This is an optimization exercise on Yosys and OpenROAD, whose aim is small area, a short achievable clock period and few clock cycles, not a production implementation. In this exercise RTL edits were held to simulation tests only and were not proved equivalent to the original. Power and IR drop assume default switching activity.

==> design.v <==
module ALU(Result,Sum,A,op2,sub,arith,sel);
	output     [31:0] Result;
	output     [31:0] Sum;
	input      [31:0] A,op2;
	input             sub,arith;
	input      [ 5:0] sel;           
	function [31:0] rev(input [31:0] x);
		integer i;
		for (i = 0; i < 32; i = i + 1) rev[i] = x[31-i];
	endfunction
	wire [4:0]  sh = op2[4:0];
	wire signed [32:0] A_ext = {arith & A[31], sel[5] ? rev(A) : A};
	wire [32:0] sr_w = A_ext >>> sh;
	wire [31:0] sr = sr_w[31:0];
	assign Sum = A + op2 + {31'd0, sub};
	assign Result = ({32{sel[0]}} & Sum)
	              | ({32{sel[1]}} & (A & op2))
	              | ({32{sel[2]}} & (A | op2))
	              | ({32{sel[3]}} & (A ^ op2))
	              | ({32{sel[4]}} & sr)
	              | ({32{sel[5]}} & rev(sr));
endmodule
module RegisterFile(data1,data2,read1,read2,writeReg,writeData,Clk,regWen);
	output reg  [31:0] data1,data2;
	input       [31:0] writeData;
	input       [ 4:0] read1,read2,writeReg;
	input              Clk,regWen;
	reg  [31:0] registerbank [1:31];
	integer k;
	genvar i;
	generate
		for (i = 1; i < 32; i = i + 1) begin : g_reg
			always @(posedge Clk)
				if (regWen && writeReg == i)
					registerbank[i] <= writeData;
		end
	endgenerate
	always @(*) begin
		data1 = 32'd0; data2 = 32'd0;
		for (k = 1; k < 32; k = k + 1) begin
			data1 = data1 | ({32{read1 == k}} & registerbank[k]);
			data2 = data2 | ({32{read2 == k}} & registerbank[k]);
		end
	end
endmodule
module Pops(Clk,Rst,imem_addr,imem_rdata,dmem_addr,dmem_wdata,dmem_we,dmem_rdata);
	input Clk,Rst;
	output [31:0] imem_addr;
	input  [31:0] imem_rdata;
	output [31:0] dmem_addr;
	output [31:0] dmem_wdata;
	output        dmem_we;
	input  [31:0] dmem_rdata;
	reg [31:2] pc_f;             
	reg [31:0] a_e, b_e, op2_e;  
	reg [31:2] alt_e;            
	reg [ 4:0] rd_e;
	reg [ 5:0] sel_e;            
	reg [ 1:0] bc_e;             
	reg        sub_e, arith_e, link_e, ptk_e;
	reg        wen_e, st_e, ld_e, br_e, jalr_e;
	reg [31:0] res_m, sd_m;
	reg [ 4:0] rd_m;
	reg        wen_m, st_m, ld_m;
	assign dmem_addr  = res_m;
	assign dmem_wdata = sd_m;
	assign dmem_we    = st_m;
	wire [31:0] wb_m = ld_m ? dmem_rdata : res_m;
	wire [31:0] alu_res, sum;
	ALU ALUUnit(alu_res, sum, a_e, op2_e, sub_e, arith_e, sel_e);
	wire eq  = (a_e == b_e);
	wire lt  = ($signed(a_e) < $signed(b_e));
	wire cnd = bc_e[1] ? (lt ^ bc_e[0]) : (eq ^ bc_e[0]);
	wire redirect = jalr_e | (br_e & (cnd ^ ptk_e));
	wire [31:2] redir_pc = jalr_e ? sum[31:2] : alt_e;
	wire [31:0] res_e = alu_res | ({32{link_e}} & {alt_e, 2'b00});
	assign imem_addr = {pc_f, 2'b00};
	wire [31:0] ins = imem_rdata;
	wire [4:0]  op  = ins[6:2];
	wire [4:0]  rs1 = ins[19:15];
	wire [4:0]  rs2 = ins[24:20];
	wire [4:0]  rd  = ins[11:7];
	wire [2:0]  f3  = ins[14:12];
	wire is_lui  = (op == 5'b01101);
	wire is_jal  = (op == 5'b11011);
	wire is_jalr = (op == 5'b11001);
	wire is_br   = (op == 5'b11000);
	wire is_ld   = (op == 5'b00000);
	wire is_st   = (op == 5'b01000);
	wire is_opi  = (op == 5'b00100);
	wire is_op   = (op == 5'b01100);
	wire writes  = is_lui | is_jal | is_jalr | is_ld | is_opi | is_op;
	wire is_sub  = is_op & (f3 == 3'b000) & ins[30];
	wire alu     = is_op | is_opi;
	wire use1    = ~(is_lui | is_jal);
	wire use2    = is_op | is_st | is_br;
	wire [31:0] imm_i = {{20{ins[31]}}, ins[31:20]};
	wire [31:0] imm_s = {{20{ins[31]}}, ins[31:25], ins[11:7]};
	wire [31:0] imm_u = {ins[31:12], 12'd0};
	wire [31:0] imm   = is_st ? imm_s : is_lui ? imm_u : imm_i;
	wire [11:0] lo_b  = {1'b0, pc_f[12:2]} + {1'b0, ins[31], ins[7], ins[30:25], ins[11:9]};
	wire [19:0] lo_j  = {1'b0, pc_f[20:2]} + {1'b0, ins[31], ins[19:12], ins[20], ins[30:22]};
	wire [31:13] hb_p = pc_f[31:13] + 19'd1;
	wire [31:13] hb_m = pc_f[31:13] - 19'd1;
	wire [31:21] hj_p = pc_f[31:21] + 11'd1;
	wire [31:21] hj_m = pc_f[31:21] - 11'd1;
	wire [31:13] hi_b = (ins[31] == lo_b[11]) ? pc_f[31:13] : ins[31] ? hb_m : hb_p;
	wire [31:21] hi_j = (ins[31] == lo_j[19]) ? pc_f[31:21] : ins[31] ? hj_m : hj_p;
	wire [31:2] tgt_b = {hi_b, lo_b[10:0]};
	wire [31:2] tgt_j = {hi_j, lo_j[18:0]};
	wire [31:2] pc_seq = pc_f + 30'd1;
	wire [31:2] pc_tgt = is_jal ? tgt_j : tgt_b;
	wire        ptk    = is_jal | (is_br & ins[31]);
	wire stall = ld_e & ((use1 & rd_e == rs1) | (use2 & rd_e == rs2));
	wire [31:0] r1, r2;
	RegisterFile GPR(r1, r2, rs1, rs2, rd_m, wb_m, Clk, wen_m);
	wire [31:0] s1 = (wen_e && rd_e == rs1) ? res_e : (wen_m && rd_m == rs1) ? wb_m : r1;
	wire [31:0] s2 = (wen_e && rd_e == rs2) ? res_e : (wen_m && rd_m == rs2) ? wb_m : r2;
	wire kill = redirect | stall;    
	always @(posedge Clk) begin
		a_e     <= is_lui ? 32'd0 : s1;
		b_e     <= s2;
		op2_e   <= is_op ? (is_sub ? ~s2 : s2) : imm;
		alt_e   <= (is_br & ~ins[31]) ? tgt_b : pc_seq;
		rd_e    <= rd;
		bc_e    <= {f3[2], f3[0]};
		sel_e   <= {alu & (f3 == 3'b001), alu & (f3 == 3'b101), alu & (f3 == 3'b100),
		            alu & (f3 == 3'b110), alu & (f3 == 3'b111),
		            ~(alu & (f3 != 3'b000)) & ~(is_jal | is_jalr)};
		sub_e   <= is_sub;
		arith_e <= ins[30];
		link_e  <= is_jal | is_jalr;
		ptk_e   <= ins[31];
		res_m   <= res_e;
		sd_m    <= b_e;
		rd_m    <= rd_e;
		ld_m    <= ld_e;
	end
	always @(posedge Clk or negedge Rst) begin
		if (~Rst) begin
			pc_f   <= 30'd0;
			wen_e  <= 1'b0;
			st_e   <= 1'b0;
			ld_e   <= 1'b0;
			br_e   <= 1'b0;
			jalr_e <= 1'b0;
			wen_m  <= 1'b0;
			st_m   <= 1'b0;
		end else begin
			pc_f   <= redirect ? redir_pc : stall ? pc_f : ptk ? pc_tgt : pc_seq;
			wen_e  <= ~kill & writes & (rd != 5'd0);
			st_e   <= ~kill & is_st;
			ld_e   <= ~kill & is_ld;
			br_e   <= ~kill & is_br;
			jalr_e <= ~kill & is_jalr;
			wen_m  <= wen_e;
			st_m   <= st_e;
		end
	end
endmodule
==> run.sh <==
#!/bin/bash
# synth_recipe.tcl (not shown) runs the flow's synth.tcl, then flattens the netlist and writes it again
# the make line also repeats each setting of config.mk as NAME=value (left out here)
make -C /OpenROAD-flow-scripts/flow DESIGN_CONFIG=/design/flow/config.mk WORK_HOME=/design/flow/orfs CLKGATE_MAP_FILE= SYNTH_SCRIPT=/design/flow/synth_recipe.tcl finish
==> config.mk <==
export PLATFORM = sky130hd
export DESIGN_NAME = Pops
export DESIGN_NICKNAME = Pops
export VERILOG_FILES = /design/flow/design.v
export SDC_FILE = /design/flow/constraint.sdc
export NUM_CORES = 4
export LEC_CHECK = 0
export ABC_CLOCK_PERIOD_IN_PS = 3500
export CAP_MARGIN = 20
export CORE_MARGIN = 2
export CORE_UTILIZATION = 40
export PLACE_DENSITY = 0.6
export SETUP_SLACK_MARGIN = 4
export SLEW_MARGIN = 20
==> constraint.sdc <==
create_clock -name core_clock -period 7.5 [get_ports {Clk}]
set_input_delay 1.5000 -clock core_clock [delete_from_list [all_inputs] [get_ports {Clk}]]
set_output_delay 1.5000 -clock core_clock [all_outputs]
set_load 0.01 [all_outputs]
==> metrics.cfg, run 1 <==
[worst_hold_path]
min_path_type=reg2reg

[placement]
portBuffers=158
hpwl_mm=200
placed_cell_area_sq_um=66400
gp_congestion=1.03

[routing]
viasPerCell=7.34
wirelength_mm=333
wl_per_cell_microns=42.6
post-route-drc-count=0
drt_iter0_markers=11100
dr.pass1.iters=9
vias=57300
ant_nets=0

[grt]
grt_use_total=0.412
grt_overflow=0
grt_antenna_before_repair=19
grt_max_degree=65
first_global_vias=53600
grt_pass1_wl_mm=442

[die]
start_util=0.402
die-area_sq_um=155000
ios=163
die-width_microns=394
std_cell_rows=143
die_h_microns=394
core_sq_um=152000

[pwr]
power_density_nw_per_um2=293
ir_worst_vdd_v=0.000204
p_leak_uw=0.0272

[synth]
synth_edf_count=992
synthFlopType=edfxtp_1
syn_area_per_cell_sq_um=11.8
synth.ff_latch_count=1242
synth_async_sr_flop_share=0.0298
ys_warn_count=4
yosysSeqAreaShare=0.575
synth_cell_type_count=90
yosysMostFrequentCell=edfxtp_1
syn_area_sq_um=60800
synth.area.top_cells=edfxtp_1, a22oi_1, dfxtp_1
ys_top_cells_by_count=edfxtp_1, a22oi_1, nand2_1
synthCells=5156
synth_top_cell_by_area=edfxtp_1
synth_top_area_share=0.490

[timing]
fin_setup_tns_ns=0
timing.final.crit_share=0.483
fin_crit_ns=3.62
finClkSkew_ns=0.0485
drv_slew=0
grt_setup_unrepaired=yes
max_freq_mhz=276
maxSlewHeadroom=0.131
setup_violations=0
worstMarginPinSlew_ns=1.30
finalHoldViolations=0

[finish]
final_util=0.508
multi_input_area_sq_um=26800
design_area_sq_um=76900
area_growth_pct=26.4
register_area_sq_um=35100
fillers=13100
final_nets=5878
drive_above_1_share=0.243

[worst_setup_path]
crit_arrival_ns=4.31
critPathCaptureType=flop
crit_path_start_kind=primary input
path_max_fanout=20
crit_required_ns=8.19
crit_type=in2reg

[clock_tree]
insertion_delay_ns=0.80
cts_tree=yes
clock_path_buffers=3
ctsHtreeMaxLevel=4
root_buffer=clkbuf_16
clk_pin_slew_worst_paths_ns=0.06
numCtsBuffers=133
clock-sinks=1242

[flow_run]
maxCapViolations=0

[run_status]
outcome=no timing/DRC/antenna violations

-- what timing repair did --
| item | 4_1_cts | 5_1_grt |
|---|---|---|
| pin swaps | 127 | 98 |
| hold buffers | 0 | 0 |
| endpoints found under the setup margin | 191 | 117 |
| gates resized for setup | 453 | 229 |
| setup buffers | 265 | 80 |
| endpoints found under the hold margin | 0 | 0 |
| gates cloned | 7 | 9 |
-- cells in the final DEF, fill, tap and decap left out, drive strengths merged, types with 105 or more instances in the layout --
cell type        n
edfxtp         992
a22oi          687
buf            591
nand2          374
nor2           327
dfxtp          213
a21oi          192
clkbuf         185
nand3          169
inv            159
o21ai          146
ha             137
a221oi         136
clkdlybuf4s50  128
a22o           115
nand4          105
-- layer usage --
layer	GRT usage	share of wire	vias up
met5	0.0283	0.0018	-
met4	0.350	0.12	20
met3	0.172	0.16	2093
met2	0.601	0.41	6001
met1	0.465	0.31	27500
li1	-	-	21700
-- critical path, cell delays in order --
cell,delay [ns]
clkbuf_4,0.22
or3b_2,0.64
nor2_4,0.28
buf_12,0.33
buf_4,0.36
a22o_1,0.20
a221oi_1,0.06
nand3_1,0.11
nor2_1,0.04
nand4_1,0.09
o221ai_1,0.21
a21oi_1,0.25
-- cells by family (layout without fill, tap and decap cells) --
family	count (synthesis)	count (layout)	share of synthesized area
AOI/OAI and AO/OA	1759	1759	0.216
xor gates and xnor gates	116	116	0.0167
adders and majority gates	143	143	0.0301
buffers and inverters	526	1141	0.0333
DFF	1242	1242	0.575
muxes	145	145	0.0361
other	1	13	0.0000616
and+or+nand+nor	1224	1227	0.0933
-- sequential cells by signal, summed over array words and instances (netlist names), 2 cells and up --
signal            cells
alt_e                30
bc_e                  2
rd_m                  5
b_e                  32
a_e                  32
pc_f                 30
rd_e                  5
GPR.registerbank    992
sd_m                 32
res_m                32
op2_e                32
sel_e                 6
-- final timing paths --
path	from	end	slack, ns	cells past startpoint
max	imem_rdata[16]	a_e[16]$_SDFF_PN0_	3.88	12
min	st_e$_DFF_PN0_	st_m$_DFF_PN0_	0.35	0
max reg2reg	op2_e[0]$_DFF_P_	op2_e[12]$_DFF_P_	3.89	15
min reg2reg	st_e$_DFF_PN0_	st_m$_DFF_PN0_	0.35	0
max in group asynchronous	Rst	pc_f[2]$_DFFE_PN0P_	5.97	1
min in group asynchronous	Rst	pc_f[27]$_DFFE_PN0P_	0.86	1
-- stage by stage --
stage               setup slack [ns]  power, uW  instances  hold slack, ns
finish                          3.88      22500       7816           0.353
global route                    3.87      23000       7808           0.354
global placement                1.55      14600       7203           0.340
floorplan                       3.43      12000       5157           0.331
CTS                             3.90      21800       7716           0.354
detailed placement              1.49      14600       7203           0.343
-- layout make-up --
| type | instances | share of cell area |
|---|---|---|
| Inverter | 154 | 0.00792 |
| Timing Repair Buffer | 746 | 0.0970 |
| Clock inverter | 70 | 0.00906 |
| Clock buffer | 171 | 0.0482 |
| Sequential cell | 1242 | 0.457 |
| Tap cell | 2030 | 0.0330 |
| Multi-Input combinational cell | 3392 | 0.348 |
| Antenna cell | 11 | 0.000358 |
-- where the power goes --
group	leakage [uW]	internal, uW	switching (uW)
combinational	0.0139	2470	3990
clock	0.00214	3810	2960
sequential	0.0112	8530	739
total	0.0272	14800	7690
Testbench counts, summed over its fixed seeds: cycles 40,919.
==> run 2, diff against run 1 <==
==> flow/run.sh (new file) <==
#!/bin/bash
set -euo pipefail
export BUFFER_PORTS_ARGS="-buffer_cell sky130_fd_sc_hd__buf_4"
export CTS_ARGS="-sink_clustering_enable -repair_clock_nets -dont_use_dummy_load"
bash standard.sh > standard.log 2>&1
cp -r orfs/logs flow_logs 2>/dev/null || true
==> standard.sh (new file) <==
#!/bin/bash
# synth_recipe.tcl (not shown) runs the flow's synth.tcl, then flattens the netlist and writes it again
# the make line also repeats each setting of config.mk as NAME=value (left out here)
make -C /OpenROAD-flow-scripts/flow DESIGN_CONFIG=/design/flow/config.mk WORK_HOME=/design/flow/orfs CLKGATE_MAP_FILE= SYNTH_SCRIPT=/design/flow/synth_recipe.tcl "${@:-finish}"
removed: run.sh
==> run 2 against run 1 <==
Synthesized area stayed put. Die area stayed put. Clock skew rose by 0.057 ns. Combinational power decreased by 3%. Maximum frequency decreased by 1.9%. Sequential cell count unchanged. Design area decreased by 3.9%. Routed wire length decreased by 3.9%. Cell count fell by 3.3%. Via count decreased by 1.9%. Register-to-register slack got worse by 0.06 ns.
==> metrics.cfg, run 2 <==
[run_status]
outcome=no timing/DRC/antenna violations

[synth]
synth_edf_count=992
syn_area_sq_um=60800
syn_area_per_cell_sq_um=11.8
yosysSeqAreaShare=0.575
ys_top_cells_by_count=edfxtp_1, a22oi_1, nand2_1
synthFlopType=edfxtp_1
synth_async_sr_flop_share=0.0298
yosysMostFrequentCell=edfxtp_1
synth.area.top_cells=edfxtp_1, a22oi_1, dfxtp_1
synthCells=5156
synth_top_cell_by_area=edfxtp_1
ys_warn_count=4
synth.ff_latch_count=1242
synth_top_area_share=0.490
synth_cell_type_count=90

[routing]
wirelength_mm=320
dr.pass1.iters=13
viasPerCell=7.44
vias=56300
drt_iter0_markers=11500
wl_per_cell_microns=42.3
ant_nets=0
post-route-drc-count=0

[placement]
gp_congestion=1.05
pre_cts_ws_ns=2.18
portBuffers=158
hpwl_mm=188

[pwr]
p_leak_uw=0.0258
power_density_nw_per_um2=282
ir_worst_vdd_v=0.000221

[worst_hold_path]
min_path_type=reg2reg
hold_start=b_e[22]$_DFF_P_
whs_path_depth=0
worstHoldEndpoint=sd_m[22]$_DFF_P_

[die]
die_h_microns=394
die-area_sq_um=155000
std_cell_rows=143
core_sq_um=152000
ios=163
die-width_microns=394
start_util=0.402

[clock_tree]
root_buffer=clkbuf_16
cts_tree=yes
clk_pin_slew_worst_paths_ns=0.06
clock_path_buffers=3
insertion_delay_ns=0.80
hold_buffers=0
numCtsBuffers=121
clock-sinks=1242
ctsHtreeMaxLevel=3

[timing]
max_freq_mhz=271
worstMarginPinSlew_ns=1.22
worst_slack_ns=3.81
drv_slew=0
timing.final.crit_share=0.492
finalHoldViolations=0
setup_violations=0
fin_crit_ns=3.69
grt_setup_unrepaired=yes
fin_setup_tns_ns=0
maxSlewHeadroom=0.184
finClkSkew_ns=0.106

[worst_setup_path]
crit_path_start_kind=primary input
r2r_setup_slack_ns=3.83
r2r-start=sel_e[5]$_DFF_P_
reg2reg_to=op2_e[22]$_DFF_P_
r2r_cells=13
crit_arrival_ns=4.32
path_max_fanout=17
critPathCaptureType=flop
crit_required_ns=8.13
crit_type=in2reg

[finish]
register_area_sq_um=35100
largest_reg_flops=992
area_growth_pct=21.4
layout_commonest_cell=edfxtp_1
drive_above_1_share=0.238
fillers=13300
final_nets=5726
multi_input_area_sq_um=26900
top_register=GPR.registerbank
layout_common_cells=edfxtp_1, a22oi_1, buf_4
final_util=0.488

[grt]
first_global_vias=52600
grt_use_total=0.395
grt_max_degree=43
grt_overflow=0
grt_pass1_wl_mm=427
grt_antenna_before_repair=19

[flow_run]
maxCapViolations=0

## run 2: per-stage QoR
stage | power, uW | cell area (sq um) | cells | hold WS (ns)
detailed placement | 14500 | 65600 | 7151 | 0.346
global route | 21300 | 73900 | 7546 | 0.365
floorplan | 12000 | 61300 | 5157 | 0.331
finish | 20800 | 73900 | 7556 | 0.357
global placement | 14400 | 65600 | 7151 | 0.344
CTS | 20100 | 72100 | 7473 | 0.357
## run 2: cells by family (layout without fill, tap and decap cells)
logic type,after synthesis,after routing,synth area share
muxes,145,145,0.0361
and+or+nand+nor,1224,1229,0.0933
buffers and inverters,526,879,0.0333
DFF,1242,1242,0.575
adders and majority gates,143,143,0.0301
other,1,13,0.0000616
AOI/OAI and AO/OA,1759,1759,0.216
xor gates and xnor gates,116,116,0.0167
## run 2: worst max-delay path by stage
stage | startpoint | endpoint | slack (ns)
6_report | imem_rdata[20] | op2_e[21]$_DFF_P_ | 3.81
3_3_place_gp | imem_rdata[21] | op2_e[28]$_DFF_P_ | 2.20
4_1_cts | sel_e[5]$_DFF_P_ | op2_e[30]$_DFF_P_ | 3.89
2_1_floorplan | imem_rdata[28] | pc_f[24]$_DFFE_PN0P_ | 3.43
5_1_grt | sel_e[5]$_DFF_P_ | op2_e[30]$_DFF_P_ | 3.82
3_5_place_dp | imem_rdata[21] | op2_e[28]$_DFF_P_ | 2.18
## run 2: worst max-delay path, stage by stage
cell      delay [ns]
buf_12          0.14
or3b_4          0.49
nor2_4          0.31
buf_4           0.43
a22oi_1         0.17
nand2_1         0.10
nor3_1          0.07
a31oi_2         0.52
mux2_4          0.34
nand2_1         0.07
o211ai_1        0.12
## run 2: repair_timing
action	4_1_cts	5_1_grt
hold endpoints to repair	0	0
cloned	9	4
endpoints found under the setup margin	175	113
setup buffers	192	68
pin swaps	103	110
resized for setup	346	219
## run 2: final cells by class
| class | count | area share |
|---|---|---|
| inverters | 154 | 0.00808 |
| well taps | 2030 | 0.0344 |
| diodes | 11 | 0.000372 |
| repair buffers | 604 | 0.0777 |
| clock buffers | 121 | 0.0410 |
| flip-flops and latches | 1242 | 0.475 |
| multi-input cells | 3394 | 0.364 |
## run 2: routing by layer
layer | part of all wire | GRT usage | vias up
li1 | - | - | 21300
met1 | 0.31 | 0.456 | 27100
met2 | 0.41 | 0.572 | 5903
met3 | 0.16 | 0.168 | 1950
met4 | 0.11 | 0.316 | 20
met5 | 0.0011 | 0.00585 | -
## run 2: report_power, final
group	internal (uW)	switching (uW)
Combinational	2310	3970
Clock	2800	2500
Sequential	8510	741
==> run 3, diff against run 2 <==
--- a/config.mk
+++ b/config.mk
@@ -12,3 +12,4 @@
 export PLACE_DENSITY = 0.6
 export SETUP_SLACK_MARGIN = 4
 export SLEW_MARGIN = 20
+export TNS_END_PERCENT = 30
==> run 3 against run 2 <==
Still clean. Sequential share of layout area rose by 0.12 points. Total power rose by 0.79%. Clock skew fell by 0.031 ns. Worst hold slack got worse by 0.0071 ns.
==> metrics.cfg, run 3 <==
[synth]
yosysMostFrequentCell=edfxtp_1
ys_warn_count=4
synth_top_area_share=0.490
synth_async_sr_flop_share=0.0298
synth_cell_type_count=90
synth.area.top_cells=edfxtp_1, a22oi_1, dfxtp_1
synth_edf_count=992
syn_area_sq_um=60800
synth_top_cell_by_area=edfxtp_1
syn_area_per_cell_sq_um=11.8
ys_top_cells_by_count=edfxtp_1, a22oi_1, nand2_1
synthCells=5156
yosysSeqAreaShare=0.575
synthFlopType=edfxtp_1
synth.ff_latch_count=1242

[grt]
grt_antenna_before_repair=26
grt_overflow=0
grt_max_degree=53
first_global_vias=52500
grt_use_total=0.404
grt_pass1_wl_mm=435

[timing]
finClkSkew_ns=0.0743
drv_slew=0
timing.final.crit_share=0.499
maxSlewHeadroom=0.101
grt_setup_unrepaired=yes
finalHoldViolations=0
fin_setup_tns_ns=0
fin_crit_ns=3.74
setup_violations=0
worstMarginPinSlew_ns=1.34
max_freq_mhz=267

[clock_tree]
clk_pin_slew_worst_paths_ns=0.06
hold_buffers=0
root_buffer=clkbuf_16
clock-sinks=1242
cts_tree=yes
numCtsBuffers=130
insertion_delay_ns=0.81
ctsHtreeMaxLevel=4
clock_path_buffers=3

[pwr]
p_leak_uw=0.0259
ir_worst_vdd_v=0.000260
power_density_nw_per_um2=285

[finish]
largest_reg_flops=992
drive_above_1_share=0.232
design_area_sq_um=73700
area_growth_pct=21.1
final_util=0.486
top_register=GPR.registerbank
final_nets=5748
layout_commonest_cell=edfxtp_1
layout_common_cells=edfxtp_1, a22oi_1, buf_4

[worst_setup_path]
crit_type=in2reg
crit_chain=buf_12 -> or3b_4 -> nor2_4 -> buf_4 -> buf_4 -> a22oi_1 -> nand3_1 -> nor3_1 -> a31oi_2 -> mux2_4 -> mux2i_4 -> nand2_1
cpMostUsedCell=buf_4
crit_required_ns=8.13
crit_path_start_kind=primary input
path_max_fanout=17
crit_arrival_ns=4.37
slowest_delay_ns=0.50
slowest_stage=or3b_4
critPathCaptureType=flop
crit_buf_inv=3
critPathTopFamily=simple AND/OR/NAND/NOR gates

[placement]
portBuffers=158
gp_congestion=1.03
hpwl_mm=194
placed_cell_area_sq_um=65700

[routing]
dr.pass1.iters=20
wl_per_cell_microns=43.0
ant_nets=0
vias=56700
post-route-drc-count=0
wirelength_mm=326
drt_iter0_markers=12300
viasPerCell=7.48

[die]
die-area_sq_um=155000
start_util=0.402
core_sq_um=152000
ios=163
die_h_microns=394
die-width_microns=394
std_cell_rows=143

[worst_hold_path]
min_path_type=reg2reg

[flow_run]
maxCapViolations=0

[run_status]
outcome=no timing/DRC/antenna violations

==> run 3: cell count changes in the layout (fill, tap and decap cells not counted), sizes merged <==
cell,delta
and2,-1
buf,+15
bufbuf,+1
clkbuf,+8
clkinv,-1
clkinvlp,+1
diode,+7
or2,-1
==> run 3: final timing paths <==
kind / slack (ns) / depth (start not counted) / from / endpoint
min: 0.35 / 0 / st_e$_DFF_PN0_ / st_m$_DFF_PN0_
max in group asynchronous: 6.39 / 1 / Rst / pc_f[17]$_DFFE_PN0P_
max: 3.76 / 12 / imem_rdata[22] / op2_e[12]$_DFF_P_
max reg2reg: 3.82 / 12 / sel_e[5]$_DFF_P_ / op2_e[31]$_DFF_P_
min reg2reg: 0.35 / 0 / st_e$_DFF_PN0_ / st_m$_DFF_PN0_
min in group asynchronous: 0.71 / 1 / Rst / pc_f[27]$_DFFE_PN0P_
==> run 3: report_power, final <==
group | leakage (uW) | internal (uW) | switching [uW]
combinational | 0.0131 | 2230 | 3930
clock | 0.00160 | 3030 | 2550
sequential | 0.0112 | 8510 | 741
==> run 3: stage by stage <==
step / hold slack (ns) / setup WS (ns) / power, uW / std cells
2_1_floorplan: 0.331 / 3.43 / 12000 / 5157
3_3_place_gp: 0.343 / 2.07 / 14400 / 7170
3_5_place_dp: 0.337 / 2.11 / 14500 / 7172
4_1_cts: 0.351 / 3.79 / 20400 / 7497
5_1_grt: 0.371 / 3.84 / 21500 / 7570
6_report: 0.350 / 3.76 / 21000 / 7585
==> run 3: final cells by class <==
type	count	area, sq um
diodes	18	45.0
clock buffers	130	3250
fillers	13200	77800
inverters	154	602
multi-input cells	3392	26500
flip-flops and latches	1242	35100
well taps	2030	2540
repair buffers	619	5680
==> run 3: cells by family after synthesis <==
| group | Yosys count | share of synthesized area |
|---|---|---|
| AO/OA/AOI/OAI | 1759 | 0.216 |
| XOR/XNOR | 116 | 0.0167 |
| adder cells (fa/ha/maj) | 143 | 0.0301 |
| buffers and inverters | 526 | 0.0333 |
| flip-flops | 1242 | 0.575 |
| multiplexers | 145 | 0.0361 |
| other | 1 | 0.0000616 |
| AND/OR/NAND/NOR | 1224 | 0.0933 |
==> run 3: what timing repair did <==
action	in CTS	in global routing
cloned	7	5
endpoints found under the hold margin	0	0
pin swaps	103	79
gates resized for setup	269	195
endpoints found under the setup margin	175	128
setup buffers	188	65
==> run 3: metal layers <==
metal,up-vias,GRT usage,wire length (microns)
met2,6007,0.574,131000
met5,-,0.0163,733
li1,21400,-,-
met4,36,0.338,37400
met1,27200,0.455,101000
met3,2133,0.197,55500
==> run 4, diff against run 3 <==
==> flow/run.sh (replaced) <==
#!/bin/bash
set -euo pipefail
export BUFFER_PORTS_ARGS="-buffer_cell sky130_fd_sc_hd__buf_4"
export CTS_ARGS="-sink_clustering_enable -repair_clock_nets -dont_use_dummy_load -sink_clustering_size 22 -sink_clustering_max_diameter 100"
bash standard.sh > standard.log 2>&1
cp -r orfs/logs flow_logs 2>/dev/null || true
--- a/config.mk
+++ b/config.mk
@@ -12,4 +12,3 @@
 export PLACE_DENSITY = 0.6
 export SETUP_SLACK_MARGIN = 4
 export SLEW_MARGIN = 20
-export TNS_END_PERCENT = 30
==> run 4 against run 3 <==
Cell count is 1.3% lower. Largest cell class unchanged. Critical path depth did not move. Synthesized cell count stayed put. Critical endpoint is now op2_e[31]$_DFF_P_. Total power shrank 7.7%. Register-to-register slack got worse by 0.02 ns.
==> metrics.cfg, run 4 <==
[synth]
synth_compound_area_frac=0.216
synth.ff_latch_count=1242
yosys.area_share.adder=0.0301
synth_top_area_share=0.490
synth-simple-area-share=0.0933
synth.mux.area_fraction=0.0361
syn_area_per_cell_sq_um=11.8
synth_async_sr_flop_share=0.0298
synth.area.top_cells=edfxtp_1, a22oi_1, dfxtp_1
synthXorXnorAreaFrac=0.0167
yosysMostFrequentCell=edfxtp_1
yosysSeqAreaShare=0.575
synthCells=5156
synth_top_family_by_area=compound AO/OA/AOI/OAI gates
ys_top_cells_by_count=edfxtp_1, a22oi_1, nand2_1
synth_edf_count=992
syn_area_sq_um=60800
ys_warn_count=4
synth_top_cell_by_area=edfxtp_1
synth_cell_type_count=90
synthFlopType=edfxtp_1

[finish]
multi_input_area_sq_um=26800
final_util=0.478
layout_common_cells=edfxtp_1, a22oi_1, buf_4
area_growth_pct=19.1
top_register=GPR.registerbank
drive_above_1_share=0.226
design_area_sq_um=72400
final_nets=5656
final_cells=7484
register_area_sq_um=35100
fillers=13500
layout_commonest_cell=edfxtp_1
largest_reg_flops=992

[timing]
worstMarginPinSlew_ns=1.34
fin_setup_tns_ns=0
grt_setup_unrepaired=yes
max_freq_mhz=269
timing.final.crit_share=0.495
drv_slew=0
setup_violations=0
fin_crit_ns=3.72
maxSlewHeadroom=0.108
finalHoldViolations=0
worst_slack_ns=3.78
finClkSkew_ns=0.102

[worst_hold_path]
min_path_type=reg2reg
worstHoldEndpoint=sd_m[14]$_DFF_P_
hold_start=b_e[14]$_DFF_P_
whs_path_depth=0

[clock_tree]
insertion_delay_ns=0.75
numCtsBuffers=69
cts_tree=yes
ctsHtreeMaxLevel=3
clock_path_buffers=3
clock-sinks=1242
root_buffer=clkbuf_16
clk_pin_slew_worst_paths_ns=0.10

[routing]
viasPerCell=7.45
ant_nets=0
drt_iter0_markers=12000
wirelength_mm=319
wl_per_cell_microns=42.7
vias=55700
dr.pass1.iters=16
post-route-drc-count=0

[flow_run]
maxCapViolations=0

[worst_setup_path]
critPathCaptureType=flop
crit_required_ns=8.03
reg2reg_to=op2_e[28]$_DFF_P_
path_max_fanout=9
r2r_setup_slack_ns=3.80
crit_type=in2reg
r2r-start=op2_e[0]$_DFF_P_
r2r_cells=12
crit_arrival_ns=4.24
crit_path_start_kind=primary input

[die]
std_cell_rows=143
ios=163
core_sq_um=152000
die-area_sq_um=155000
die-width_microns=394
die_h_microns=394
start_util=0.402

[grt]
grt_pass1_wl_mm=426
grt_max_degree=43
first_global_vias=52000
grt_antenna_before_repair=22
grt_use_total=0.394
grt_overflow=0

[placement]
pre_cts_ws_ns=2.18
gp_congestion=1.05
hpwl_mm=188
portBuffers=158
dp_cells=7151
placed_cell_area_sq_um=65600

[run_status]
outcome=no timing/DRC/antenna violations

[pwr]
power_density_nw_per_um2=268
ir_worst_vdd_v=0.000166
p_leak_uw=0.0252

[run 4: logic make-up (layout without fill, tap and decap cells)]
group / after synthesis / in the layout
AOI/OAI and AO/OA: 1759 / 1759
and+or+nand+nor: 1224 / 1230
muxes: 145 / 145
other: 1 / 11
DFF: 1242 / 1242
adders and majority gates: 143 / 143
xor gates and xnor gates: 116 / 116
buffers and inverters: 526 / 808
[run 4: power breakdown]
group,switching [uW],total (uW),leakage [uW],internal [uW]
logic,3980,6250,0.0131,2270
clock network,2260,3910,0.000850,1650
registers,732,9230,0.0112,8500
[run 4: per-stage QoR]
step / hold WS, ns / total power (uW)
global route: 0.364 / 19800
floorplan: 0.331 / 12000
detailed placement: 0.346 / 14500
finish: 0.355 / 19400
global placement: 0.344 / 14400
CTS: 0.351 / 18700
[run 4: area by class of cell]
cell class,instances,share of cell area
flip-flops and latches,1242,0.484
multi-input cells,3395,0.371
repair buffers,585,0.0780
well taps,2030,0.0351
clock buffers,69,0.0238
inverters,154,0.00824
diodes,9,0.000311
[run 4: repair_timing]
item / 4_1_cts / 5_1_grt
buffers inserted: 180 / 58
pin swaps: 105 / 103
gates resized for setup: 337 / 217
gates cloned: 11 / 6
hold buffers: 0 / 0
endpoints found under the hold margin: 0 / 0
endpoints found under the setup margin: 177 / 119
[run 4: per-layer routing]
metal | up-vias | global-route usage | part of all wire | routed length [microns]
met5 | - | 0.0132 | 0.0015 | 490
met4 | 20 | 0.309 | 0.11 | 34800
met3 | 1897 | 0.174 | 0.17 | 53000
met2 | 5816 | 0.572 | 0.41 | 131000
met1 | 26900 | 0.452 | 0.31 | 101000
li1 | 21100 | - | - | -
[run 4: worst max path at each step]
stage                                      end  depth (start not counted)  slack [ns]              from
final                        op2_e[31]$_DFF_P_                         12        3.78    imem_rdata[22]
after global placement       op2_e[28]$_DFF_P_                         11        2.20    imem_rdata[21]
after floorplan           pc_f[24]$_DFFE_PN0P_                         14        3.43    imem_rdata[28]
after detailed placement     op2_e[28]$_DFF_P_                         11        2.18    imem_rdata[21]
after global routing         op2_e[28]$_DFF_P_                         12        3.80  op2_e[0]$_DFF_P_
after CTS                    op2_e[28]$_DFF_P_                         14        3.87  op2_e[0]$_DFF_P_
[run 4: worst max-delay path: stages]
cell	delay [ns]
buf_16	0.13
or3b_4	0.32
nor2_4	0.06
buf_12	0.17
buf_4	0.22
a221oi_1	0.41
nand3_1	0.12
nor4_1	0.48
and3_4	0.36
o2bb2ai_1	0.18
nand2_1	0.10
o221ai_1	0.18
==> run 5, diff against run 4 <==
--- a/config.mk
+++ b/config.mk
@@ -8,7 +8,7 @@
 export ABC_CLOCK_PERIOD_IN_PS = 3500
 export CAP_MARGIN = 20
 export CORE_MARGIN = 2
-export CORE_UTILIZATION = 40
-export PLACE_DENSITY = 0.6
+export CORE_UTILIZATION = 50
+export PLACE_DENSITY = 0.66
 export SETUP_SLACK_MARGIN = 4
 export SLEW_MARGIN = 20
==> run 5 against run 4 <==
Still clean on timing, DRC and antenna. Synthesized area stayed put. Design area is 0.66% higher. Utilization is 13 points higher. Cell count is 4.2% lower. Worst hold slack worse by 0.030 ns. Combinational power is 0.6% higher. Sequential cell count stayed put. Sequential share of layout area is 0.29 points lower. Routed wire length is 1.8% lower. Total power hardly changed. Largest cell class unchanged.
==> metrics.cfg, run 5 <==
[die]
core_sq_um=120000
std_cell_rows=127
ios=163
die-width_microns=353
die-area_sq_um=125000
start_util=0.506
die_h_microns=353

[placement]
hpwl_mm=183
portBuffers=158
placed_cell_area_sq_um=64800
gp_congestion=1.03

[clock_tree]
root_buffer=clkbuf_16
clk_pin_slew_worst_paths_ns=0.09
clock-sinks=1242
cts_tree=yes
insertion_delay_ns=0.73
hold_buffers=0
ctsHtreeMaxLevel=3
clock_path_buffers=3
numCtsBuffers=69

[timing]
maxSlewHeadroom=0.219
drv_slew=0
setup_violations=0
hold_slack_ns=0.325
worstMarginPinSlew_ns=1.17
max_freq_mhz=270
fin_setup_tns_ns=0
timing.final.crit_share=0.493
finClkSkew_ns=0.107
finalHoldViolations=0
fin_crit_ns=3.70
grt_setup_unrepaired=yes

[routing]
vias=57100
drt_iter0_markers=12700
viasPerCell=7.96
ant_nets=0
wirelength_mm=314
wl_per_cell_microns=43.8
dr.pass1.iters=14
post-route-drc-count=0

[synth]
ys_top_cells_by_count=edfxtp_1, a22oi_1, nand2_1
syn_area_sq_um=60800
synth.ff_latch_count=1242
synth_top_cell_by_area=edfxtp_1
synth_top_area_share=0.490
synth_async_sr_flop_share=0.0298
ys_warn_count=4
yosysMostFrequentCell=edfxtp_1
yosysSeqAreaShare=0.575
synth_cell_type_count=90
synthFlopType=edfxtp_1
synth_edf_count=992
synthCells=5156
synth.area.top_cells=edfxtp_1, a22oi_1, dfxtp_1
syn_area_per_cell_sq_um=11.8

[worst_setup_path]
r2r_setup_slack_ns=3.88
crit_chain=buf_16 -> or3_4 -> nor2_4 -> buf_6 -> a22oi_1 -> nand2_1 -> nor4_1 -> a31oi_2 -> mux2_4 -> nand2_1 -> o211ai_1
slowest_delay_ns=0.63
cpMostUsedCell=nand2_1
crit_path_start_kind=primary input
r2r-start=wen_m$_DFF_PN0_
crit_arrival_ns=4.33
critPathCaptureType=flop
crit_required_ns=8.13
slowest_stage=a31oi_2
path_max_fanout=22
reg2reg_to=GPR.registerbank[14][9]$_DFFE_PP_
r2r_cells=4
crit_type=in2reg

[worst_hold_path]
whs_path_depth=0
min_path_type=reg2reg
worstHoldEndpoint=sd_m[15]$_DFF_P_
hold_start=b_e[15]$_DFF_P_

[pwr]
p_leak_uw=0.0257
ir_worst_vdd_v=0.000276
power_density_nw_per_um2=266

[grt]
grt_use_total=0.483
grt_antenna_before_repair=24
grt_pass1_wl_mm=418
grt_max_degree=53
first_global_vias=52000
grt_overflow=0

[finish]
register_area_sq_um=35100
top_register=GPR.registerbank
drive_above_1_share=0.244
design_area_sq_um=72900
final_nets=5748
final_util=0.606
layout_common_cells=edfxtp_1, a22oi_1, buf_4
area_growth_pct=19.9
largest_reg_flops=992
multi_input_area_sq_um=26800
layout_commonest_cell=edfxtp_1
fillers=9393

[run_status]
outcome=no timing/DRC/antenna violations

[flow_run]
maxCapViolations=0

-- run 5: cell count changes in the layout (fill, tap and decap cells not counted), moves of 5 or more --
cell	previous run	this run
a22oi_1	685	678
a22oi_2	2	9
buf_12	62	74
buf_4	467	531
buf_6	36	52
dfxtp_1	173	168
dfxtp_4	15	20
diode_2	9	22
o221ai_2	12	17
o221ai_4	13	8
-- run 5: per-stage QoR --
stage               power, uW  setup slack, ns  cells
floorplan               12000             3.43   5157
global placement        14300             2.23   6718
detailed placement      14400             2.23   6718
CTS                     18600             3.87   7035
global route            19800             3.83   7151
finish                  19400             3.80   7171
-- run 5: final cells by class --
type,count,share of cell area
clock buffers,69,0.0237
flip-flops and latches,1242,0.481
inverters,154,0.00844
diodes,22,0.000755
repair buffers,680,0.0905
multi-input cells,3392,0.368
well taps,1612,0.0277
-- run 5: power by group --
group          internal (uW)  total [uW]  switching, uW
Clock                   1640        3890           2240
Sequential              8500        9220            718
Combinational           2330        6290           3960
-- run 5: repair_timing --
item,in CTS,in global routing
cloned,10,3
buffers inserted,238,111
resized for setup,369,240
pin swaps,123,110
setup endpoints to repair,177,116
-- run 5: worst max-delay path, delay by kind of cell --
family	cells	cell delay, ns
AO/OA/AOI/OAI	3	0.91
multiplexers	1	0.30
buffers and inverters	2	0.61
AND/OR/NAND/NOR	5	0.96
-- run 5: logic make-up (layout without fill, tap and decap cells) --
family,Yosys count,after routing,share of synthesized area
mux,145,145,0.0361
xor+xnor,116,116,0.0167
flops,1242,1242,0.575
other cells,1,24,0.0000616
buf+inv,526,903,0.0333
compound gates,1759,1759,0.216
fa+ha+maj,143,143,0.0301
simple gates,1224,1227,0.0933
-- run 5: layer usage --
metal	vias to the layer above	routed length, microns	GRT usage
li1	21300	-	-
met1	27000	95100	0.547
met2	6471	125000	0.679
met3	2227	55200	0.233
met4	30	37800	0.413
met5	-	401	0.0200
-- run 5: worst max-delay path by stage --
stage / start / to / slack (ns) / cells after the start
2_1_floorplan: imem_rdata[28] / pc_f[24]$_DFFE_PN0P_ / 3.43 / 14
3_3_place_gp: imem_rdata[23] / op2_e[13]$_DFF_P_ / 2.23 / 11
3_5_place_dp: imem_rdata[23] / op2_e[13]$_DFF_P_ / 2.23 / 12
4_1_cts: a_e[20]$_SDFF_PN0_ / op2_e[31]$_DFF_P_ / 3.87 / 11
5_1_grt: imem_rdata[28] / pc_f[31]$_DFFE_PN0P_ / 3.83 / 12
6_report: imem_rdata[20] / op2_e[28]$_DFF_P_ / 3.80 / 11
==> run 6, diff against run 5 <==
--- a/design.v
+++ b/design.v
@@ -21,27 +21,46 @@
 	              | ({32{sel[5]}} & rev(sr));
 endmodule
 module RegisterFile(data1,data2,read1,read2,writeReg,writeData,Clk,regWen);
-	output reg  [31:0] data1,data2;
-	input       [31:0] writeData;
-	input       [ 4:0] read1,read2,writeReg;
-	input              Clk,regWen;
+	output     [31:0] data1,data2;
+	input      [31:0] writeData;
+	input      [ 4:0] read1,read2,writeReg;
+	input             Clk,regWen;
 	reg  [31:0] registerbank [1:31];
-	integer k;
-	genvar i;
+	wire [32:0] sel1, sel2;
+	Dec5 D1(sel1[31:0], read1);
+	Dec5 D2(sel2[31:0], read2);
+	assign sel1[32] = 1'b0;
+	assign sel2[32] = 1'b0;
+	genvar i, b;
 	generate
 		for (i = 1; i < 32; i = i + 1) begin : g_reg
 			always @(posedge Clk)
 				if (regWen && writeReg == i)
 					registerbank[i] <= writeData;
 		end
+		for (b = 0; b < 32; b = b + 1) begin : g_bit
+			wire [10:0] t1, t2;
+			for (i = 0; i < 11; i = i + 1) begin : g_grp
+				wire r0 = (3*i   >= 1 && 3*i   <= 31) ? registerbank[(3*i   >= 1 && 3*i   <= 31) ? 3*i   : 1][b] : 1'b0;
+				wire r1 = (3*i+1 <= 31) ? registerbank[(3*i+1 <= 31) ? 3*i+1 : 1][b] : 1'b0;
+				wire r2 = (3*i+2 <= 31) ? registerbank[(3*i+2 <= 31) ? 3*i+2 : 1][b] : 1'b0;
+				AOI222 A1(t1[i], sel1[3*i], r0, sel1[3*i+1], r1, sel1[3*i+2], r2);
+				AOI222 A2(t2[i], sel2[3*i], r0, sel2[3*i+1], r1, sel2[3*i+2], r2);
+			end
+			assign data1[b] = ~&t1;
+			assign data2[b] = ~&t2;
+		end
 	endgenerate
-	always @(*) begin
-		data1 = 32'd0; data2 = 32'd0;
-		for (k = 1; k < 32; k = k + 1) begin
-			data1 = data1 | ({32{read1 == k}} & registerbank[k]);
-			data2 = data2 | ({32{read2 == k}} & registerbank[k]);
-		end
-	end
+endmodule
+module AOI222(Y,A1,A2,B1,B2,C1,C2);
+	output Y;
+	input  A1,A2,B1,B2,C1,C2;
+	assign Y = ~((A1 & A2) | (B1 & B2) | (C1 & C2));
+endmodule
+module Dec5(Y,A);
+	output [31:0] Y;
+	input  [ 4:0] A;
+	assign Y = 32'd1 << A;
 endmodule
 module Pops(Clk,Rst,imem_addr,imem_rdata,dmem_addr,dmem_wdata,dmem_we,dmem_rdata);
 	input Clk,Rst;
@@ -113,12 +132,13 @@
 	wire        ptk    = is_jal | (is_br & ins[31]);
 	wire stall = ld_e & ((use1 & rd_e == rs1) | (use2 & rd_e == rs2));
 	wire [31:0] r1, r2;
-	RegisterFile GPR(r1, r2, rs1, rs2, rd_m, wb_m, Clk, wen_m);
-	wire [31:0] s1 = (wen_e && rd_e == rs1) ? res_e : (wen_m && rd_m == rs1) ? wb_m : r1;
+	wire [4:0] rs1r = is_lui ? 5'd0 : rs1;
+	RegisterFile GPR(r1, r2, rs1r, rs2, rd_m, wb_m, Clk, wen_m);
+	wire [31:0] s1 = (wen_e && rd_e == rs1r) ? res_e : (wen_m && rd_m == rs1r) ? wb_m : r1;
 	wire [31:0] s2 = (wen_e && rd_e == rs2) ? res_e : (wen_m && rd_m == rs2) ? wb_m : r2;
 	wire kill = redirect | stall;    
 	always @(posedge Clk) begin
-		a_e     <= is_lui ? 32'd0 : s1;
+		a_e     <= s1;
 		b_e     <= s2;
 		op2_e   <= is_op ? (is_sub ? ~s2 : s2) : imm;
 		alt_e   <= (is_br & ~ins[31]) ? tgt_b : pc_seq;
==> run.sh (new file) <==
#!/bin/bash
# synth_recipe.tcl (not shown) runs the flow's synth.tcl, then flattens the netlist and writes it again
# the make line also repeats each setting of config.mk as NAME=value (left out here)
make -C /OpenROAD-flow-scripts/flow DESIGN_CONFIG=/design/flow/config.mk WORK_HOME=/design/flow/orfs CLKGATE_MAP_FILE= SYNTH_SCRIPT=/design/flow/synth_recipe.tcl finish
--- a/config.mk
+++ b/config.mk
@@ -8,7 +8,8 @@
 export ABC_CLOCK_PERIOD_IN_PS = 3500
 export CAP_MARGIN = 20
 export CORE_MARGIN = 2
-export CORE_UTILIZATION = 50
-export PLACE_DENSITY = 0.66
+export CORE_UTILIZATION = 40
+export PLACE_DENSITY = 0.6
 export SETUP_SLACK_MARGIN = 4
 export SLEW_MARGIN = 20
+export SYNTH_HIERARCHICAL = 1
removed: flow/run.sh
removed: standard.sh
==> run 6 against run 5 <==
Utilization decreased by 7.8 points. First-iteration DRC count decreased by 7.3%. Sequential power increased by 2.5%. Clock skew decreased by 0.061 ns. Critical path depth increased by 3. Critical path type unchanged. Via count decreased by 5.4%. Design area increased by 6.9%. Synthesized area decreased by 2.6%. Still clean. Clock power increased by about 70%. Non-clock buffer count increased by 151. Total power increased by 20%. Largest cell class unchanged.
==> metrics.cfg, run 6 <==
[die]
std_cell_rows=141
die-area_sq_um=151000
ios=163
die-width_microns=389
die_h_microns=389
core_sq_um=147000
start_util=0.402

[finish]
final_nets=5902
top_register=GPR.registerbank
area_growth_pct=31.5
layout_common_cells=edfxtp_1, a222oi_1, buf_4
layout_commonest_cell=edfxtp_1
design_area_sq_um=77900
drive_above_1_share=0.250
largest_reg_flops=992
fillers=12500

[routing]
drt_iter0_markers=11700
ant_nets=0
dr.pass1.iters=13
wl_per_cell_microns=36.7
post-route-drc-count=0
viasPerCell=6.99
wirelength_mm=284
vias=54000

[clock_tree]
hold_buffers=0
clock-sinks=1242
numCtsBuffers=135
cts_tree=yes
insertion_delay_ns=0.80
clock_path_buffers=3
root_buffer=clkbuf_16
clk_pin_slew_worst_paths_ns=0.06
ctsHtreeMaxLevel=4

[grt]
grt_pass1_wl_mm=380
first_global_vias=49100
grt_max_degree=63
grt_use_total=0.357
grt_overflow=0
grt_antenna_before_repair=4

[placement]
placed_cell_area_sq_um=65500
gp_congestion=0.998
portBuffers=158
pre_cts_ws_ns=1.17
hpwl_mm=175

[synth]
synthCells=4689
syn_area_per_cell_sq_um=12.6
ys_warn_count=10
syn_area_sq_um=59300

[run_status]
outcome=no timing/DRC/antenna violations

[timing]
fin_crit_ns=4.14
timing.final.crit_share=0.552
max_freq_mhz=241
maxSlewHeadroom=0.153
drv_slew=0
fin_setup_tns_ns=0
worst_slack_ns=3.36
finClkSkew_ns=0.0464
grt_setup_unrepaired=yes
finalHoldViolations=0
worstMarginPinSlew_ns=1.23
setup_violations=0

[pwr]
ir_worst_vdd_v=0.000256
p_leak_uw=0.0277
power_density_nw_per_um2=298
power_uw=23200

[worst_setup_path]
crit_chain=buf_12 -> nor4b_4 -> buf_6 -> buf_12 -> nor2_4 -> or3b_4 -> buf_6 -> nor2_4 -> buf_12 -> a222oi_1 -> nand4_1 -> or3_1 -> o211ai_1 -> o21ai_1
cpMostUsedCell=buf_12
crit_required_ns=8.14
path_max_fanout=10
crit_path_start_kind=primary input
crit_type=in2reg
critPathCaptureType=flop
slowest_delay_ns=0.60
slowest_stage=o211ai_1
crit_arrival_ns=4.78

[worst_hold_path]
min_path_type=reg2reg

[flow_run]
maxCapViolations=0

run 6: layout make-up:
cell class | instances | area [sq um] | share of cell area
multi-input combinational | 3285 | 26400 | 0.339
clock inverter | 82 | 743 | 0.00954
clock buffer | 163 | 3560 | 0.0456
tap | 1930 | 2410 | 0.0310
antenna | 3 | 7.51 | 0.0000963
sequential | 1242 | 35100 | 0.450
inverter | 198 | 801 | 0.0103
timing repair buffer | 831 | 8910 | 0.114
run 6: worst paths after layout:
| check | start | to | slack [ns] | depth (start not counted) |
|---|---|---|---|---|
| setup / recovery | imem_rdata[2] | a_e[19]$_DFF_P_ | 3.36 | 14 |
| hold / removal | b_e[23]$_DFF_P_ | sd_m[23]$_DFF_P_ | 0.35 | 0 |
| setup reg to reg | op2_e[0]$_DFF_P_ | op2_e[29]$_DFF_P_ | 3.53 | 17 |
| hold reg to reg | b_e[23]$_DFF_P_ | sd_m[23]$_DFF_P_ | 0.35 | 0 |
| max in group asynchronous | Rst | pc_f[29]$_DFFE_PN0P_ | 5.89 | 1 |
| min in group asynchronous | Rst | pc_f[3]$_DFFE_PN0P_ | 0.89 | 1 |
run 6: repair_timing:
item                       CTS  global route
gates resized for setup    673           292
hold endpoints to repair     0             0
setup endpoints to repair  196           238
pin swaps                  325           343
cloned                      40             7
setup buffers              326           146
run 6: critical path: cells and delay by family:
family                 cells  cell delay [ns]
AOI/OAI and AO/OA          3             1.04
buffers and inverters      5             0.67
and+or+nand+nor            6             1.53
run 6: metal layers:
| layer | part of all wire | GRT usage |
|---|---|---|
| met4 | 0.082 | 0.242 |
| met3 | 0.15 | 0.106 |
| met2 | 0.42 | 0.520 |
| met5 | 0 | 0.00829 |
| met1 | 0.35 | 0.457 |
run 6: power by group:
group	internal, uW	switching [uW]	total, uW
Sequential	8630	817	9450
Clock	3700	2920	6610
Combinational	2650	4510	7160
run 6: stage by stage:
step                      hold WS [ns]   util  cells
after floorplan                  0.331      -   4881
after global placement           0.344  0.444   6962
after detailed placement         0.341  0.444   6963
after CTS                        0.353  0.511   7574
after global routing             0.361  0.528   7731
final                            0.351  0.528   7734
Testbench counts of run 6, summed over its fixed seeds: cycles 40,919.
==> run 7, diff against run 6 <==
--- a/design.v
+++ b/design.v
@@ -1,25 +1,3 @@
-module ALU(Result,Sum,A,op2,sub,arith,sel);
-	output     [31:0] Result;
-	output     [31:0] Sum;
-	input      [31:0] A,op2;
-	input             sub,arith;
-	input      [ 5:0] sel;           
-	function [31:0] rev(input [31:0] x);
-		integer i;
-		for (i = 0; i < 32; i = i + 1) rev[i] = x[31-i];
-	endfunction
-	wire [4:0]  sh = op2[4:0];
-	wire signed [32:0] A_ext = {arith & A[31], sel[5] ? rev(A) : A};
-	wire [32:0] sr_w = A_ext >>> sh;
-	wire [31:0] sr = sr_w[31:0];
-	assign Sum = A + op2 + {31'd0, sub};
-	assign Result = ({32{sel[0]}} & Sum)
-	              | ({32{sel[1]}} & (A & op2))
-	              | ({32{sel[2]}} & (A | op2))
-	              | ({32{sel[3]}} & (A ^ op2))
-	              | ({32{sel[4]}} & sr)
-	              | ({32{sel[5]}} & rev(sr));
-endmodule
 module RegisterFile(data1,data2,read1,read2,writeReg,writeData,Clk,regWen);
 	output     [31:0] data1,data2;
 	input      [31:0] writeData;
@@ -74,7 +52,7 @@
 	reg [31:0] a_e, b_e, op2_e;  
 	reg [31:2] alt_e;            
 	reg [ 4:0] rd_e;
-	reg [ 5:0] sel_e;            
+	reg [ 6:0] sel_e;            
 	reg [ 1:0] bc_e;             
 	reg        sub_e, arith_e, link_e, ptk_e;
 	reg        wen_e, st_e, ld_e, br_e, jalr_e;
@@ -86,7 +64,23 @@
 	assign dmem_we    = st_m;
 	wire [31:0] wb_m = ld_m ? dmem_rdata : res_m;
 	wire [31:0] alu_res, sum;
-	ALU ALUUnit(alu_res, sum, a_e, op2_e, sub_e, arith_e, sel_e);
+	function [31:0] rev(input [31:0] x);
+		integer i;
+		for (i = 0; i < 32; i = i + 1) rev[i] = x[31-i];
+	endfunction
+	wire [4:0]  sh = op2_e[4:0];
+	wire signed [32:0] a_e_ext = {arith_e & a_e[31], sel_e[5] ? rev(a_e) : a_e};
+	wire [32:0] sr_w = a_e_ext >>> sh;
+	wire [31:0] sr = sr_w[31:0];
+	wire [32:0] sum_w = {a_e, 1'b1} + {op2_e, sub_e};
+	assign sum = sum_w[32:1];
+	assign alu_res = ({32{sel_e[0]}} & sum)
+	              | ({32{sel_e[1]}} & (a_e & op2_e))
+	              | ({32{sel_e[2]}} & (a_e | op2_e))
+	              | ({32{sel_e[3]}} & (a_e ^ op2_e))
+	              | ({32{sel_e[4]}} & sr)
+	              | ({32{sel_e[5]}} & rev(sr))
+	              | ({32{sel_e[6]}} & op2_e);
 	wire eq  = (a_e == b_e);
 	wire lt  = ($signed(a_e) < $signed(b_e));
 	wire cnd = bc_e[1] ? (lt ^ bc_e[0]) : (eq ^ bc_e[0]);
@@ -132,9 +126,8 @@
 	wire        ptk    = is_jal | (is_br & ins[31]);
 	wire stall = ld_e & ((use1 & rd_e == rs1) | (use2 & rd_e == rs2));
 	wire [31:0] r1, r2;
-	wire [4:0] rs1r = is_lui ? 5'd0 : rs1;
-	RegisterFile GPR(r1, r2, rs1r, rs2, rd_m, wb_m, Clk, wen_m);
-	wire [31:0] s1 = (wen_e && rd_e == rs1r) ? res_e : (wen_m && rd_m == rs1r) ? wb_m : r1;
+	RegisterFile GPR(r1, r2, rs1, rs2, rd_m, wb_m, Clk, wen_m);
+	wire [31:0] s1 = (wen_e && rd_e == rs1) ? res_e : (wen_m && rd_m == rs1) ? wb_m : r1;
 	wire [31:0] s2 = (wen_e && rd_e == rs2) ? res_e : (wen_m && rd_m == rs2) ? wb_m : r2;
 	wire kill = redirect | stall;    
 	always @(posedge Clk) begin
@@ -144,9 +137,9 @@
 		alt_e   <= (is_br & ~ins[31]) ? tgt_b : pc_seq;
 		rd_e    <= rd;
 		bc_e    <= {f3[2], f3[0]};
-		sel_e   <= {alu & (f3 == 3'b001), alu & (f3 == 3'b101), alu & (f3 == 3'b100),
+		sel_e   <= {is_lui, alu & (f3 == 3'b001), alu & (f3 == 3'b101), alu & (f3 == 3'b100),
 		            alu & (f3 == 3'b110), alu & (f3 == 3'b111),
-		            ~(alu & (f3 != 3'b000)) & ~(is_jal | is_jalr)};
+		            ~(alu & (f3 != 3'b000)) & ~(is_jal | is_jalr | is_lui)};
 		sub_e   <= is_sub;
 		arith_e <= ins[30];
 		link_e  <= is_jal | is_jalr;
==> flow/run.sh (new file) <==
#!/bin/bash
set -euo pipefail
export BUFFER_PORTS_ARGS="-buffer_cell sky130_fd_sc_hd__buf_4"
export CTS_ARGS="-sink_clustering_enable -repair_clock_nets -dont_use_dummy_load"
bash standard.sh > standard.log 2>&1
cp -r orfs/logs flow_logs 2>/dev/null || true
==> standard.sh (new file) <==
#!/bin/bash
# synth_recipe.tcl (not shown) runs the flow's synth.tcl, then flattens the netlist and writes it again
# the make line also repeats each setting of config.mk as NAME=value (left out here)
make -C /OpenROAD-flow-scripts/flow DESIGN_CONFIG=/design/flow/config.mk WORK_HOME=/design/flow/orfs CLKGATE_MAP_FILE= SYNTH_SCRIPT=/design/flow/synth_recipe.tcl "${@:-finish}"
removed: run.sh
==> run 7 against run 6 <==
Highest routed layer is now met5. First-iteration DRC count fell by 6.4%. Clock skew rose by 0.064 ns. Count of clock-buffer cells in the layout fell by 42.
==> metrics.cfg, run 7 <==
[run_status]
outcome=no timing/DRC/antenna violations

[pwr]
intPower_uw=13600
ir_worst_vdd_v=0.000190
seq_power_share=0.442
combinationalPowerShare=0.306
p_clk_frac=0.252
switching_share=0.350
power_density_nw_per_um2=286
p_sw_uw=7320
p_leak_uw=0.0255

[synth]
synth.ff_latch_count=1243
ys_top_cells_by_count=edfxtp_1, a222oi_1, nor2_1
synth-simple-area-share=0.0885
synth.area.top_cells=edfxtp_1, a222oi_1, dfxtp_1
ys_warn_count=9
synth_async_sr_flop_share=0.0298
synth_cell_type_count=83
yosysSeqAreaShare=0.587
synthXorXnorAreaFrac=0.0181
synth_compound_area_frac=0.209
synth_top_cell_by_area=edfxtp_1
synth_top_family_by_area=compound AO/OA/AOI/OAI gates
synth.mux.area_fraction=0.0451
synth_top_area_share=0.499
yosys.area_share.adder=0.0304
yosysMostFrequentCell=edfxtp_1
synth_edf_count=992
synthFlopType=edfxtp_1
syn_area_sq_um=59700
syn_area_per_cell_sq_um=12.9
synthCells=4613

[worst_setup_path]
r2r-start=op2_e[2]$_DFF_P_
path_max_fanout=7
crit_path_start_kind=primary input
r2r_setup_slack_ns=3.79
reg2reg_to=op2_e[9]$_DFF_P_
critPathCaptureType=flop
crit_arrival_ns=4.60
r2r_cells=12
crit_required_ns=8.15
crit_type=in2reg

[placement]
dp_cells=6868
gp_congestion=1.01
hpwl_mm=171
pre_cts_ws_ns=2.08
portBuffers=158
placed_cell_area_sq_um=65400

[finish]
final_nets=5525
final_cells=7252
final_util=0.495
fillers=12800
largest_reg_flops=992
design_area_sq_um=73100
layout_common_cells=edfxtp_1, a222oi_1, buf_4
drive_above_1_share=0.225
top_register=GPR.registerbank
area_growth_pct=22.6
layout_commonest_cell=edfxtp_1

[clock_tree]
numCtsBuffers=121
ctsHtreeMaxLevel=3
root_buffer=clkbuf_16
clk_pin_slew_worst_paths_ns=0.06
clock_path_buffers=3
clock-sinks=1243
cts_tree=yes
hold_buffers=0
insertion_delay_ns=0.81

[routing]
wirelength_mm=271
viasPerCell=7.12
post-route-drc-count=0
drt_iter0_markers=11000
ant_nets=0
dr.pass1.iters=14
vias=51600
wl_per_cell_microns=37.4

[timing]
worst_slack_ns=3.54
finalHoldViolations=0
fin_crit_ns=3.96
fin_setup_tns_ns=0
worstMarginPinSlew_ns=1.18
timing.final.crit_share=0.528
maxSlewHeadroom=0.194
drv_slew=0
setup_violations=0
max_freq_mhz=253
grt_setup_unrepaired=yes
finClkSkew_ns=0.110

[die]
die-width_microns=390
core_sq_um=148000
die_h_microns=390
die-area_sq_um=152000
ios=163
start_util=0.404
std_cell_rows=141

[grt]
grt_max_degree=53
grt_use_total=0.342
first_global_vias=48900
grt_antenna_before_repair=15
grt_pass1_wl_mm=369
grt_overflow=0

[worst_hold_path]
hold_start=b_e[21]$_DFF_P_
whs_path_depth=0
worstHoldEndpoint=sd_m[21]$_DFF_P_
min_path_type=reg2reg

[flow_run]
maxCapViolations=0

run 7: metal layers:
layer	GRT usage	wire length (microns)	vias up
li1	-	-	21100
met1	0.421	92800	25400
met2	0.517	118000	4219
met3	0.0916	35900	907
met4	0.250	24300	10
met5	0.000319	145	-
run 7: cell families (layout without fill, tap and decap cells):
family / after synthesis / count (layout)
buffers and inverters: 345 / 847
AOI/OAI and AO/OA: 1502 / 1502
adders and majority gates: 142 / 142
xor gates and xnor gates: 123 / 123
and+or+nand+nor: 1069 / 1076
other: 2 / 201
muxes: 187 / 188
DFF: 1243 / 1243
run 7: power groups by stage:
stage | Clock (uW) | Combinational (uW) | Sequential [uW]
4_1_cts | 5280 | 5960 | 9210
6_report | 5260 | 6390 | 9240
3_3_place_gp | 0 | 5450 | 9330
5_1_grt | 5510 | 6670 | 9240
3_5_place_dp | 0 | 5490 | 9330
2_1_floorplan | 0 | 3200 | 8990
run 7: final cells by class:
type                            count  area, sq um  share of cell area
Antenna cell                        7         17.5            0.000240
Clock buffer                      121         3030              0.0414
Inverter                          172          689             0.00943
Multi-Input combinational cell   3225        26400               0.361
Sequential cell                  1243        35100               0.480
Tap cell                         1930         2410              0.0330
Timing Repair Buffer              553         5510              0.0753
Timing Repair inverter              1         5.00           0.0000684
run 7: how the worst max path moves through the flow:
stage,startpoint,end
6_report,imem_rdata[21],op2_e[10]$_DFF_P_
3_5_place_dp,imem_rdata[22],op2_e[29]$_DFF_P_
3_3_place_gp,imem_rdata[22],op2_e[29]$_DFF_P_
2_1_floorplan,imem_rdata[28],pc_f[26]$_DFFE_PN0P_
4_1_cts,imem_rdata[21],op2_e[29]$_DFF_P_
5_1_grt,imem_rdata[21],op2_e[9]$_DFF_P_
run 7: what timing repair did:
item	CTS	global route
pin swaps	185	170
endpoints found under the setup margin	164	117
resized for setup	348	190
gates cloned	15	5
setup buffers	155	80
run 7: critical path: stages:
cell and delay, ns:
bufbuf_16 0.24, or3b_4 0.18, nor2_4 0.06, buf_4 0.13, buf_6 0.13, buf_12 0.14, a222oi_1 0.37, nand4_1 0.52
or3_1 0.51, mux2_4 0.30, nand2_4 0.08, o21ai_4 0.11, xor2_1 0.18, o21ai_1 0.13
run 7: per-stage QoR:
step	hold WS, ns	power (uW)
2_1_floorplan	0.331	12200
3_3_place_gp	0.346	14800
3_5_place_dp	0.343	14800
4_1_cts	0.347	20400
5_1_grt	0.361	21400
6_report	0.343	20900
run 7: per-module statistics from Yosys (local to each module, per instance):
module	times used	flops+latches	cells inside	area, sq um
Pops	1	251	2520	20600
RegisterFile	1	992	1295	31500
AOI222	704	0	1	10.0
Dec5	2	0	47	214
Testbench counts of run 7, summed over its fixed seeds: cycles 40,919.

-- static timing again, ports no longer ideal --
Ports are ideal in the flow. The routed layouts listed here were re-timed in OpenROAD.
Step 1 (the two cells are an assumption about what drives the block):
set clk [get_ports {Clk}]
set_driving_cell -lib_cell sky130_fd_sc_hd__clkbuf_16 $clk
set_driving_cell -lib_cell sky130_fd_sc_hd__buf_2 [delete_from_list [all_inputs] $clk]
Step 2 moves the port delays by t, midway between the first and last clock arrival at a register: inputs arrive t later, outputs are due t later. That takes back most of the time a late clock gives input paths.
Slacks: ideal ports / drivers / drivers and shift; pairs: ideal ports / drivers.
run	t, ns	slack for setup (ns)	hold slack, ns
run 1	0.859	3.881 / 3.888 / 3.083	0.353 / 0.353 / 0.353
run 2	0.825	3.812 / 3.753 / 2.928	0.357 / 0.357 / 0.357
run 3	0.856	3.760 / 3.778 / 2.922	0.350 / 0.350 / 0.350
run 4	0.772	3.784 / 3.740 / 2.968	0.355 / 0.355 / 0.355
run 5	0.753	3.801 / 3.791 / 3.038	0.325 / 0.325 / 0.325
run 6	0.857	3.358 / 3.359 / 2.501	0.351 / 0.351 / 0.351
run 7	0.826	3.544 / 3.361 / 2.535	0.343 / 0.343 / 0.343
After both steps every run listed still meets setup and hold. The setup slack of run 7, which loses most, moves by -0.183 ns with the drivers and by -1.009 ns with both steps.
